Background: an optimization exercise with open tools, aiming at small area. Do not read the settings as production practice. The RTL was checked by simulation tests, not by an equivalence proof against the original design. Power figures rest on the tool's default switching activity, not on a simulated workload.

==> v6 <==
// ClockWithBtn
module ClockWithBtn #(
    parameter FREQUENCY_IN = 1000
)(
    input  wire       clk,
    input  wire       rst,
    input  wire       en_in,
    input  wire       timerSetupBtn_in,
    input  wire       timerSelectBtn_in,
    input  wire       timerUpBtn_in,
    input  wire       timerDownBtn_in,
    output wire [7:0] bcdSecond_out,
    output wire [7:0] bcdMinute_out,
    output wire [7:0] bcdHour_out
);
==> module ClockWithBtn, before the edit <==
module ClockWithBtn #(
    parameter FREQUENCY_IN = 1000
)(
    input  wire       clk,
    input  wire       rst,
    input  wire       en_in,
    input  wire       timerSetupBtn_in,
    input  wire       timerSelectBtn_in,
    input  wire       timerUpBtn_in,
    input  wire       timerDownBtn_in,
    output wire [7:0] bcdSecond_out,
    output wire [7:0] bcdMinute_out,
    output wire [7:0] bcdHour_out
);
reg  [9:0] dv;
reg        p;
wire       dv_term = (dv == 10'b0000111111);
wire       dv_clr  = rst | dv_term;
always @(posedge clk) begin
    dv <= dv_clr ? 10'd0 : {~dv[8:0], ~(dv[2] ^ dv[9])};
    p  <= ~rst & dv_term;
end
reg  [8:0] bk;
reg        w;
wire       bk_term = bk[1] & bk[3] & ~bk[4] & bk[5] & bk[7] & ~bk[8];
wire       bk_clr  = rst | bk_term;
always @(posedge clk) begin
    bk <= bk_clr ? 9'd0 : {~bk[7:0], ~(bk[3] ^ bk[8])};
    w  <= ~rst & (w ^ bk_term);
end
reg  act, s1, s0;
wire idle   = ~act & ~s0;
wire setact = act & ~timerSetupBtn_in & ~timerSelectBtn_in;
wire up     = setact & timerUpBtn_in;
wire dn     = setact & ~timerUpBtn_in & timerDownBtn_in;
wire selS   = ~s1 & ~s0;
wire selM   = s0;
wire selH   = s1;
always @(posedge clk) begin
    if (rst) begin
        act <= 1'b0; s1 <= 1'b0; s0 <= 1'b0;
    end else if (act) begin
        if (timerSetupBtn_in) begin
            act <= 1'b0; s1 <= 1'b1; s0 <= 1'b1;
        end else if (timerSelectBtn_in) begin
            s1 <= s0; s0 <= ~s1 & ~s0;
        end
    end else begin
        act <= idle & timerSetupBtn_in;
        s1  <= 1'b0;
        s0  <= 1'b0;
    end
end
reg  [3:0] su_n, mu_n, hu_n;
reg  [2:0] st_n, mt_n;
reg  [1:0] ht_n;
wire [3:0] su = ~su_n, mu = ~mu_n, hu = ~hu_n;
wire [2:0] st = ~st_n, mt = ~mt_n;
wire [1:0] ht = ~ht_n;
wire tick  = p & en_in & idle & ~timerSetupBtn_in;
wire sec59 = (su == 4'd9) & (st == 3'd5);
wire min59 = (mu == 4'd9) & (mt == 3'd5);
wire incS  = tick | (up & selS);
wire decS  = dn & selS;
wire incM  = (tick & sec59) | (up & selM);
wire decM  = dn & selM;
wire incH  = (tick & sec59 & min59) | (up & selH);
wire decH  = dn & selH;
wire su9 = su[0] & su[3];
wire su0 = ~su[0] & ~su[1] & ~su[2] & ~su[3];
wire mu9 = mu[0] & mu[3];
wire mu0 = ~mu[0] & ~mu[1] & ~mu[2] & ~mu[3];
wire hu9 = hu[0] & hu[3];
wire hu0 = ~hu[0] & ~hu[1] & ~hu[2] & ~hu[3];
wire h23 = ht[1] & hu[0] & hu[1];
wire h00 = hu0 & ~ht[0] & ~ht[1];
wire [3:0] su_t = {
    incS & su[0] & ((su[1] & su[2]) | su[3]) | decS & ~su[0] & ~su[1] & ~su[2],
    incS & su[0] & su[1] | decS & ~su[0] & ~su[1] & (su[2] | su[3]),
    incS & su[0] & ~su[3] | decS & ~su[0] & (su[1] | su[2] | su[3]),
    incS | decS};
wire cS = incS & su9, bS_ = decS & su0;
wire [2:0] st_t = {
    cS & st[0] & (st[1] | st[2]) | bS_ & ~st[0] & ~st[1],
    cS & st[0] & ~st[2] | bS_ & ~st[0] & (st[1] | st[2]),
    cS | bS_};
wire [3:0] mu_t = {
    incM & mu[0] & ((mu[1] & mu[2]) | mu[3]) | decM & ~mu[0] & ~mu[1] & ~mu[2],
    incM & mu[0] & mu[1] | decM & ~mu[0] & ~mu[1] & (mu[2] | mu[3]),
    incM & mu[0] & ~mu[3] | decM & ~mu[0] & (mu[1] | mu[2] | mu[3]),
    incM | decM};
wire cM = incM & mu9, bM_ = decM & mu0;
wire [2:0] mt_t = {
    cM & mt[0] & (mt[1] | mt[2]) | bM_ & ~mt[0] & ~mt[1],
    cM & mt[0] & ~mt[2] | bM_ & ~mt[0] & (mt[1] | mt[2]),
    cM | bM_};
wire [3:0] hu_t = {
    incH & hu[0] & ((hu[1] & hu[2]) | hu[3]) | decH & ~hu[0] & ~hu[1] & ~hu[2] & (hu[3] | ht[0] | ht[1]),
    incH & hu[0] & hu[1] & ~ht[1] | decH & ~hu[0] & ~hu[1] & (hu[2] | hu[3]),
    incH & hu[0] & ~hu[3] | decH & ~hu[0] & (hu[1] | hu[2] | hu[3] | (~ht[0] & ~ht[1])),
    incH | decH};
wire [1:0] ht_t = {
    incH & (hu9 & ht[0] | h23) | decH & hu0 & ~ht[0],
    incH & hu9 | decH & hu0 & (ht[0] | ht[1])};
always @(posedge clk) begin
    su_n <= rst ? 4'hF : su_n ^ su_t;
    st_n <= rst ? 3'h7 : st_n ^ st_t;
    mu_n <= rst ? 4'hF : mu_n ^ mu_t;
    mt_n <= rst ? 3'h7 : mt_n ^ mt_t;
    hu_n <= rst ? 4'hF : hu_n ^ hu_t;
    ht_n <= rst ? 2'h3 : ht_n ^ ht_t;
end
wire bS = act & selS & ~w;
wire bM = act & selM & ~w;
wire bH = act & selH & ~w;
assign bcdSecond_out = {bS, ~(st_n & {3{~bS}}), ~(su_n & {4{~bS}})};
assign bcdMinute_out = {bM, ~(mt_n & {3{~bM}}), ~(mu_n & {4{~bM}})};
assign bcdHour_out   = {bH, bH, ~(ht_n & {2{~bH}}), ~(hu_n & {4{~bH}})};
endmodule
==> flow/config.mk <==
export PLATFORM = sky130hd
export DESIGN_NAME = ClockWithBtn
export DESIGN_NICKNAME = ClockWithBtn
export VERILOG_FILES = /design/flow/design.v
export SDC_FILE = /design/flow/constraint.sdc
export NUM_CORES = 4
export LEC_CHECK = 0
export CAP_MARGIN = 20
export CORE_MARGIN = 2
export CORE_UTILIZATION = 40
export PLACE_DENSITY = 0.6
export SLEW_MARGIN = 20
==> flow/constraint.sdc <==
create_clock -name core_clock -period 10.0 [get_ports {clk}]
set_input_delay 2.0000 -clock core_clock [delete_from_list [all_inputs] [get_ports {clk}]]
set_output_delay 2.0000 -clock core_clock [all_outputs]
set_load 0.01 [all_outputs]
standard.sh (not shown) runs the stock make flow with config.mk's settings and CLKGATE_MAP_FILE= SYNTH_SCRIPT=/design/flow/synth_recipe.tcl, a recipe that flattens the netlist after the stock synthesis.
==> flow/flow/run.sh <==
#!/bin/bash
# Own layout flow: the standard flow, with two changes:
#  - synthesis maps the logic with an area-oriented ABC script (flow/area.abc);
#    everything else in synthesis is the standard flow's own script (synth_recipe.tcl)
#  - the port buffers are buf_1 cells
# Each tool's output goes to the logs under orfs/logs and to flow_make.log here.
set -euo pipefail
W=$(pwd)
export MY_WORK="$W"
export MY_ABC_SCRIPT="$W/flow/area.abc"
export BUFFER_PORTS_ARGS="-buffer_cell sky130_fd_sc_hd__buf_1"
sed -e "s#SYNTH_SCRIPT=[^ ]*#SYNTH_SCRIPT=$W/flow/my_synth.tcl#" standard.sh > my_standard.sh
grep -q "SYNTH_SCRIPT=$W/flow/my_synth.tcl" my_standard.sh
bash my_standard.sh finish > flow_make.log 2>&1
==> flow/flow/area.abc <==
strash
 &get -n
 &deepsyn -T 20
 &put
 dch -f
 map -a
 topo
==> flow/flow/my_synth.tcl <==
# The standard flow's synthesis script (synth_recipe.tcl), with ABC's technology mapping
# run with an area-oriented script and no delay target.
proc abc {args} {
  set i [lsearch -exact $args -script]
  if { $i >= 0 } { set args [lreplace $args $i [expr {$i + 1}] -script $::env(MY_ABC_SCRIPT)] }
  set j [lsearch -exact $args -D]
  if { $j >= 0 } { set args [lreplace $args $j [expr {$j + 1}]] }
  yosys abc {*}$args
}
source $::env(MY_WORK)/synth_recipe.tcl
==> v35: changes against v6 <==
--- a/flow/design.v
+++ b/flow/design.v
@@ -67,47 +67,48 @@
 wire incH  = (tick & sec59 & min59) | (up & selH);
 wire decH  = dn & selH;
-wire su9 = su[0] & su[3];
-wire su0 = ~su[0] & ~su[1] & ~su[2] & ~su[3];
-wire mu9 = mu[0] & mu[3];
-wire mu0 = ~mu[0] & ~mu[1] & ~mu[2] & ~mu[3];
-wire hu9 = hu[0] & hu[3];
-wire hu0 = ~hu[0] & ~hu[1] & ~hu[2] & ~hu[3];
-wire h23 = ht[1] & hu[0] & hu[1];
-wire h00 = hu0 & ~ht[0] & ~ht[1];
-wire [3:0] su_t = {
-    incS & su[0] & ((su[1] & su[2]) | su[3]) | decS & ~su[0] & ~su[1] & ~su[2],
-    incS & su[0] & su[1] | decS & ~su[0] & ~su[1] & (su[2] | su[3]),
-    incS & su[0] & ~su[3] | decS & ~su[0] & (su[1] | su[2] | su[3]),
-    incS | decS};
-wire cS = incS & su9, bS_ = decS & su0;
-wire [2:0] st_t = {
-    cS & st[0] & (st[1] | st[2]) | bS_ & ~st[0] & ~st[1],
-    cS & st[0] & ~st[2] | bS_ & ~st[0] & (st[1] | st[2]),
-    cS | bS_};
-wire [3:0] mu_t = {
-    incM & mu[0] & ((mu[1] & mu[2]) | mu[3]) | decM & ~mu[0] & ~mu[1] & ~mu[2],
-    incM & mu[0] & mu[1] | decM & ~mu[0] & ~mu[1] & (mu[2] | mu[3]),
-    incM & mu[0] & ~mu[3] | decM & ~mu[0] & (mu[1] | mu[2] | mu[3]),
-    incM | decM};
-wire cM = incM & mu9, bM_ = decM & mu0;
-wire [2:0] mt_t = {
-    cM & mt[0] & (mt[1] | mt[2]) | bM_ & ~mt[0] & ~mt[1],
-    cM & mt[0] & ~mt[2] | bM_ & ~mt[0] & (mt[1] | mt[2]),
-    cM | bM_};
-wire [3:0] hu_t = {
-    incH & hu[0] & ((hu[1] & hu[2]) | hu[3]) | decH & ~hu[0] & ~hu[1] & ~hu[2] & (hu[3] | ht[0] | ht[1]),
-    incH & hu[0] & hu[1] & ~ht[1] | decH & ~hu[0] & ~hu[1] & (hu[2] | hu[3]),
-    incH & hu[0] & ~hu[3] | decH & ~hu[0] & (hu[1] | hu[2] | hu[3] | (~ht[0] & ~ht[1])),
-    incH | decH};
-wire [1:0] ht_t = {
-    incH & (hu9 & ht[0] | h23) | decH & hu0 & ~ht[0],
-    incH & hu9 | decH & hu0 & (ht[0] | ht[1])};
+reg [3:0] su_x, mu_x, hu_x;
+reg [2:0] st_x, mt_x;
+reg [1:0] ht_x;
+always @(*) begin
+    su_x = su; st_x = st;
+    if (incS) begin
+        su_x = (su == 4'd9) ? 4'd0 : su + 4'd1;
+        if (su == 4'd9) st_x = (st == 3'd5) ? 3'd0 : st + 3'd1;
+    end else if (decS) begin
+        su_x = (su == 4'd0) ? 4'd9 : su - 4'd1;
+        if (su == 4'd0) st_x = (st == 3'd0) ? 3'd5 : st - 3'd1;
+    end
+    mu_x = mu; mt_x = mt;
+    if (incM) begin
+        mu_x = (mu == 4'd9) ? 4'd0 : mu + 4'd1;
+        if (mu == 4'd9) mt_x = (mt == 3'd5) ? 3'd0 : mt + 3'd1;
+    end else if (decM) begin
+        mu_x = (mu == 4'd0) ? 4'd9 : mu - 4'd1;
+        if (mu == 4'd0) mt_x = (mt == 3'd0) ? 3'd5 : mt - 3'd1;
+    end
+    hu_x = hu; ht_x = ht;
+    if (incH) begin
+        if (ht == 2'd2 && hu == 4'd3) begin
+            hu_x = 4'd0; ht_x = 2'd0;
+        end else if (hu == 4'd9) begin
+            hu_x = 4'd0; ht_x = ht + 2'd1;
+        end else
+            hu_x = hu + 4'd1;
+    end else if (decH) begin
+        if (ht == 2'd0 && hu == 4'd0) begin
+            hu_x = 4'd3; ht_x = 2'd2;
+        end else if (hu == 4'd0) begin
+            hu_x = 4'd9; ht_x = ht - 2'd1;
+        end else
+            hu_x = hu - 4'd1;
+    end
+end
 always @(posedge clk) begin
-    su_n <= rst ? 4'hF : su_n ^ su_t;
-    st_n <= rst ? 3'h7 : st_n ^ st_t;
-    mu_n <= rst ? 4'hF : mu_n ^ mu_t;
-    mt_n <= rst ? 3'h7 : mt_n ^ mt_t;
-    hu_n <= rst ? 4'hF : hu_n ^ hu_t;
-    ht_n <= rst ? 2'h3 : ht_n ^ ht_t;
+    su_n <= rst ? 4'hF : ~su_x;
+    st_n <= rst ? 3'h7 : ~st_x;
+    mu_n <= rst ? 4'hF : ~mu_x;
+    mt_n <= rst ? 3'h7 : ~mt_x;
+    hu_n <= rst ? 4'hF : ~hu_x;
+    ht_n <= rst ? 2'h3 : ~ht_x;
 end
 wire bS = act & selS & ~w;
==> flow/run.sh (new file) <==
#!/bin/bash
# synth_recipe.tcl (not shown) runs the flow's synth.tcl, then flattens the netlist and writes it again
# the make line also repeats each setting of config.mk as NAME=value (left out here)
make -C /OpenROAD-flow-scripts/flow DESIGN_CONFIG=/design/flow/config.mk WORK_HOME=/design/flow/orfs CLKGATE_MAP_FILE= SYNTH_SCRIPT=/design/flow/synth_recipe.tcl finish
removed: flow/flow/run.sh
removed: flow/flow/area.abc
removed: flow/flow/my_synth.tcl
removed: flow/standard.sh
==> v30: changes against v6 <==
==> flow/run.sh (new file) <==
#!/bin/bash
# synth_recipe.tcl (not shown) runs the flow's synth.tcl, then flattens the netlist and writes it again
# the make line also repeats each setting of config.mk as NAME=value (left out here)
make -C /OpenROAD-flow-scripts/flow DESIGN_CONFIG=/design/flow/config.mk WORK_HOME=/design/flow/orfs CLKGATE_MAP_FILE= SYNTH_SCRIPT=/design/flow/synth_recipe.tcl finish
removed: flow/flow/run.sh
removed: flow/flow/area.abc
removed: flow/flow/my_synth.tcl
removed: flow/standard.sh
==> qor summary <==
quantity                                                                            v6              v30             v35
Simple-gate area share of the yosys netlist                                      24.9%            30.8%           29.3%
Crit path buf inv count                                                              3                1               1
Chip height                                                                    72.2 µm          78.9 µm         84.3 µm
Compound-gate portion of the synthesized area                                    17.7%            17.3%           17.2%
Reported leakage power                                                        0.893 nW          1.14 nW         1.33 nW
Startpoint of the most critical register-to-register path               act$_SDFF_PP0_  s0$_SDFFE_PP0P_  act$_SDFF_PP0_
Non-CTS inverters                                                                   40               13              14
Most prevalent standard cell on the critical path                             clkinv_1          nand2_1               -
HPWL Detailed                                                                  2710 µm          3300 µm         3780 µm
Post-synthesis area per instance                                              7.00 µm²         8.11 µm²        8.11 µm²
Met1 WL                                                                        1760 µm          2380 µm         2660 µm
Post-Route Utilization                                                           47.8%            48.6%           47.4%
Status                                                        timing/DRC/antenna clean  timing/DRC/antenna clean  timing/DRC/antenna clean
Critical path's slowest cell                                                   dfxtp_1  clkdlybuf4s50_1         dfxtp_1
Synthesized-area fraction occupied by adder cells                                   0%               0%           5.34%
Routing usage on met1                                                            18.7%            22.2%           21.3%
First DRT Iteration DRCs                                                            51               94             138
Number of vias in the routed layout                                              1,688            1,934           2,145
Most frequent standard cell in the layout excluding fill and tap cells          nor2_1          dfxtp_1          nor2_1
Combinational power                                                            20.7 µW          45.1 µW         39.4 µW
Power in sequential cells                                                       187 µW           194 µW          191 µW

-- static timing again, ports no longer ideal --
How much do the figures lean on ideal ports? The routed layouts below were timed once more, with nothing changed but the port constraints. Step 1 assumes that a clkbuf_16 drives the clock port and a buf_2 every other input. Step 2 adds t to the input delays and takes it off the output delays; t is the mean of the earliest and latest rising clock arrival at the registers after step 1. Input paths then give back, and output paths get back, about the clock's delay inside the block. Three values: ideal, step 1, step 2; two values: the first two.
| run | shift t [ns] | slack for setup (ns) | worst setup path at the end | clock arrival spread, ns | worst register clock-pin slew, ns |
|---|---|---|---|---|---|
| v6 | 0.308 | 6.213 / 6.187 / 6.111 | input to register | 0.006 / 0.006 | 0.08 / 0.08 |
| v35 | 0.322 | 5.532 / 5.506 / 5.498 | input to register | 0.010 / 0.009 | 0.09 / 0.09 |
| v30 | 0.325 | 5.995 / 5.967 / 5.788 | input to register | 0.006 / 0.006 | 0.09 / 0.09 |
After both steps setup and hold are still met in every run listed. The setup slack of v30, which loses most, moves by -0.028 ns with the drivers and by -0.207 ns with both steps.
